Background: an optimization exercise with open tools, aiming at small area. Do not read the settings as production practice.
Where RTL was checked, it was by simulation tests only, not by an equivalence proof against the original.
Power is estimated from default activity; no workload was simulated.

==> module framer, before the edit <==
module framer (
    input  wire        aclk,
    input  wire        aresetn,
    input  wire [255:0] s_axis_tdata,
    input  wire         s_axis_tvalid,
    output wire         s_axis_tready,
    output wire [31:0] m_axi_awaddr,
    output wire        m_axi_awvalid,
    input  wire        m_axi_awready,
    output wire [31:0] m_axi_wdata,
    output wire [3:0]  m_axi_wstrb,
    output wire        m_axi_wvalid,
    input  wire        m_axi_wready,
    input  wire [1:0]  m_axi_bresp,
    input  wire        m_axi_bvalid,
    output wire        m_axi_bready,
    output wire [31:0] m_axi_araddr,
    output wire        m_axi_arvalid,
    input  wire        m_axi_arready,
    input  wire [31:0] m_axi_rdata,
    input  wire [1:0]  m_axi_rresp,
    input  wire        m_axi_rvalid,
    output wire        m_axi_rready
);
localparam [2:0]
    S_INIT0 = 3'd0,
    S_INIT  = 3'd1,
    S_IDLE  = 3'd2,
    S_WRITE = 3'd3,
    S_TX    = 3'd4,
    S_WAIT  = 3'd5,
    S_READY = 3'd6;       
localparam [4:0]
    W_ZERO = 5'd31,
    W_C62  = 5'd29,
    W_C9   = 5'd30;
reg [255:0] data;         
reg   [2:0] state;
reg   [4:0] wsel;         
reg         ahead;        
reg         awvalid_reg;
reg         wvalid_reg;
reg         rready_reg;
reg         ar_set;       
wire in_init0 = (state == S_INIT0);
wire in_init  = (state == S_INIT);
wire in_idle  = (state == S_IDLE) | (state == S_READY);
wire tready_reg = (state == S_READY);
wire in_write = (state == S_WRITE);
wire in_tx    = (state == S_TX);
wire in_wait  = (state == S_WAIT);
wire  [4:0] idx       = wsel + {4'b0, ahead};
wire        last_word = (wsel == 5'd24) & ahead;    
wire        hs_exit   = m_axi_wready & wvalid_reg;  
wire        accept    = tready_reg & s_axis_tvalid;   
wire        done      = m_axi_rvalid & (m_axi_rdata == 32'h8);
reg   [2:0] state_next;
reg   [4:0] wsel_next;
reg         ahead_next;
reg         awvalid_next;
reg         wvalid_next;
reg         rready_next;
always @* begin
    state_next   = state;
    wsel_next    = W_ZERO;
    ahead_next   = 1'b1;
    awvalid_next = awvalid_reg;
    wvalid_next  = wvalid_reg;
    rready_next  = rready_reg;
    case (state)
        S_INIT0, S_INIT, S_TX: begin
            state_next = (state == S_INIT0) ? S_INIT : state;
            wsel_next  = (state == S_TX) ? W_C9 : W_C62;
            if (m_axi_awready) begin
                awvalid_next = 1'b0;
                if (awvalid_reg) wvalid_next = 1'b1;
            end else if (!wvalid_reg) begin
                awvalid_next = 1'b1;
            end
            if (hs_exit) begin
                awvalid_next = 1'b0;
                wvalid_next  = 1'b0;
                wsel_next    = W_ZERO;
                state_next   = (state == S_TX) ? S_WAIT : S_IDLE;
            end
        end
        S_IDLE, S_READY: begin
            rready_next = ~accept;
            state_next  = S_READY;
            if (accept) begin
                awvalid_next = 1'b1;
                state_next   = S_WRITE;
            end
        end
        S_WRITE: begin
            wsel_next  = last_word ? 5'd24 : idx;
            ahead_next = last_word | m_axi_wready;
            if (m_axi_wready) begin
                awvalid_next = 1'b1;
                wvalid_next  = 1'b0;
                if (last_word) state_next = S_TX;
            end else begin
                wvalid_next = 1'b1;
                if (m_axi_awready) awvalid_next = 1'b0;
            end
        end
        S_WAIT: begin
            if (!m_axi_rvalid) rready_next = 1'b1;
            if (done) state_next = S_IDLE;
        end
        default: ;
    endcase
end
always @(posedge aclk) begin
    if (tready_reg) data <= s_axis_tdata;
end
always @(posedge aclk) begin
    if (~aresetn) begin
        state       <= S_INIT0;
        wsel        <= W_ZERO;
        ahead       <= 1'b1;
        awvalid_reg <= 1'b0;
        wvalid_reg  <= 1'b0;
        rready_reg  <= 1'b0;
        ar_set      <= 1'b0;
    end else begin
        state       <= state_next;
        wsel        <= wsel_next;
        ahead       <= ahead_next;
        awvalid_reg <= awvalid_next;
        wvalid_reg  <= wvalid_next;
        rready_reg  <= rready_next;
        if (in_wait & ~m_axi_rvalid) ar_set <= 1'b1;
    end
end
wire [31:0] hdr =
    ({32{wsel == 5'd0}} & 32'hFFFFFFFF) |
    ({32{wsel == 5'd1}} & 32'h1800FFFF) |
    ({32{wsel == 5'd2}} & 32'h6b4d023e) |
    ({32{wsel == 5'd3}} & 32'h00450008) |
    ({32{wsel == 5'd4}} & 32'h00005400) |
    ({32{wsel == 5'd5}} & 32'h11ff0000) |
    ({32{wsel == 5'd6}} & 32'h0000eff0) |
    ({32{wsel == 5'd7}} & 32'ha8c00000) |
    ({32{wsel == 5'd8}} & 32'hc507010a) |
    ({32{wsel == 5'd9}} & 32'h4000c507) |
    ({32{wsel == 5'd10}} & 32'h722f0000) |
    ({32{wsel == 5'd11}} & 32'h6f696461) |
    ({32{wsel == 5'd12}} & 32'h6d757264) |
    ({32{wsel == 5'd13}} & 32'h692c0000) |
    ({32{wsel == 5'd14}} & 32'h69696969) |
    ({32{wsel == 5'd15}} & 32'h00696969) |
    ({32{wsel == W_C62}} & 32'h00000062) |
    ({32{wsel == W_C9}}  & 32'h00000009);
wire [8:0] wsel_data;     
genvar gk;
generate
    for (gk = 0; gk < 9; gk = gk + 1) begin : g_sel
        assign wsel_data[gk] = (wsel == 5'd16 + gk);
    end
endgenerate
reg [31:0] wdata;
integer k;
always @* begin
    wdata = hdr;
    for (k = 0; k < 8; k = k + 1) begin
        wdata[31:16] = wdata[31:16] | ({16{wsel_data[k]}} &
                       {data[32*k+23 -: 8], data[32*k+31 -: 8]});
        wdata[15:0]  = wdata[15:0]  | ({16{wsel_data[k+1]}} &
                       {data[32*k+7 -: 8], data[32*k+15 -: 8]});
    end
end
wire base    = ~in_init0;
wire hi_addr = in_init | in_tx;
assign s_axis_tready = tready_reg;
assign m_axi_awaddr  = {1'b0, base, 6'b0, base, base, base, 10'b0,
                        {4{hi_addr}}, ({5{in_write}} & idx) | {hi_addr, hi_addr, hi_addr, in_tx, hi_addr}, 2'b00};
assign m_axi_awvalid = awvalid_reg;
assign m_axi_wdata   = wdata;
assign m_axi_wvalid  = wvalid_reg;
assign m_axi_wstrb   = 4'hF;
assign m_axi_bready  = 1'b1;
assign m_axi_araddr  = {1'b0, ar_set, 6'b0, ar_set, ar_set, ar_set, 10'b0,
                        {9{ar_set}}, 2'b00};
assign m_axi_arvalid = rready_reg & in_wait;
assign m_axi_rready  = rready_reg;
endmodule
export LEC_CHECK = 0
export CAP_MARGIN = 20
export CORE_MARGIN = 2
export CORE_UTILIZATION = 60
export SLEW_MARGIN = 20
create_clock -name core_clock -period 5.0 [get_ports {aclk}]
standard.sh (not shown) runs the stock make flow with config.mk's settings and CLKGATE_MAP_FILE= SYNTH_SCRIPT=/design/flow/synth_recipe.tcl, a recipe that flattens the netlist after the stock synthesis.
==> flow/flow/run.sh <==
#!/bin/bash
# Standard layout with these changes to how it is made:
#  - synthesis maps the logic with an area-oriented ABC script (flow/abc.script);
#    the registers come out of the standard synthesis unchanged,
#  - every I/O port is buffered by a minimum-size buffer,
#  - clock sinks are clustered by CTS without dummy loads,
#  - each constant output value comes from a single tie cell.
set -euo pipefail
here=$(pwd)
cat > "$here/my_synth.tcl" <<EOT
proc abc {args} {
  set i [lsearch \$args -script]
  if {\$i >= 0} { lset args [expr {\$i + 1}] {$here/flow/abc.script} }
  yosys abc {*}\$args
}
source {$here/synth_recipe.tcl}
EOT
bash standard.sh SYNTH_SCRIPT="$here/my_synth.tcl" \
  BUFFER_PORTS_ARGS="-buffer_cell sky130_fd_sc_hd__buf_1" \
  CTS_ARGS="-sink_clustering_enable -repair_clock_nets -buf_list sky130_fd_sc_hd__clkbuf_4 -sink_clustering_size 10 -sink_clustering_max_diameter 60 -dont_use_dummy_load" \
  SKIP_REPAIR_TIE_FANOUT=1 finish > standard_flow.log 2>&1
==> flow/flow/abc.script <==
strash
&get -n
&st
&dch
&nf -R 1000
&st
&dch
&nf -R 1000
&put
topo
Change:
--- a/flow/design.v
+++ b/flow/design.v
@@ -28,26 +28,25 @@
     S_INIT  = 3'd1,
     S_IDLE  = 3'd2,
     S_WRITE = 3'd3,
     S_TX    = 3'd4,
-    S_WAIT  = 3'd5,
-    S_READY = 3'd6;       
+    S_WAIT  = 3'd5;
 localparam [4:0]
     W_ZERO = 5'd31,
     W_C62  = 5'd29,
     W_C9   = 5'd30;
 reg [255:0] data;         
 reg   [2:0] state;
 reg   [4:0] wsel;         
 reg         ahead;        
+reg         tready_reg;
 reg         awvalid_reg;
 reg         wvalid_reg;
 reg         rready_reg;
 reg         ar_set;       
 wire in_init0 = (state == S_INIT0);
 wire in_init  = (state == S_INIT);
-wire in_idle  = (state == S_IDLE) | (state == S_READY);
-wire tready_reg = (state == S_READY);
+wire in_idle  = (state == S_IDLE);
 wire in_write = (state == S_WRITE);
 wire in_tx    = (state == S_TX);
 wire in_wait  = (state == S_WAIT);
 wire  [4:0] idx       = wsel + {4'b0, ahead};
@@ -84,11 +83,10 @@
                 wsel_next    = W_ZERO;
                 state_next   = (state == S_TX) ? S_WAIT : S_IDLE;
             end
         end
-        S_IDLE, S_READY: begin
+        S_IDLE: begin
             rready_next = ~accept;
-            state_next  = S_READY;
             if (accept) begin
                 awvalid_next = 1'b1;
                 state_next   = S_WRITE;
             end
@@ -119,16 +117,18 @@
     if (~aresetn) begin
         state       <= S_INIT0;
         wsel        <= W_ZERO;
         ahead       <= 1'b1;
+        tready_reg  <= 1'b0;
         awvalid_reg <= 1'b0;
         wvalid_reg  <= 1'b0;
         rready_reg  <= 1'b0;
         ar_set      <= 1'b0;
     end else begin
         state       <= state_next;
         wsel        <= wsel_next;
         ahead       <= ahead_next;
+        tready_reg  <= in_idle & ~accept;
         awvalid_reg <= awvalid_next;
         wvalid_reg  <= wvalid_next;
         rready_reg  <= rready_next;
         if (in_wait & ~m_axi_rvalid) ar_set <= 1'b1;
Result: The new run went through all stages and came out clean. Utilization hardly moves. Design area is about the same. Cell count came out higher by 0.97%. Sequential cell count came out higher by 1. Total power came out higher by 9.2%. Non-clock buffer count came out lower by 3. First-iteration DRC count came out higher by 15%.
No functional check of the RTL was part of the second run of this note.

what the ideal ports hide:
The results above use ideal ports. As a check the final layouts listed here were re-extracted and re-timed, cells and wires unchanged. Step 1, drivers: a clkbuf_16 drives aclk and a buf_2 each remaining input, both assumed. Step 2 times the ports against the registers' clock, not the clock port: input delays grow and output delays shrink by t, the midpoint of the rising clock arrivals with the driver on. a / b / c = ideal ports / drivers / drivers and shift; a / b = the first two.
run | shift t [ns] | setup slack, ns | worst setup path after step 2 | latest minus earliest clock arrival (ns)
the first run | 0.724 | 0.463 / 0.422 / 1.146 | register to output | 0.079 / 0.079
the second run | 0.708 | 0.317 / 0.279 / 0.987 | register to output | 0.038 / 0.038
After both steps setup and hold are still met in every run listed.
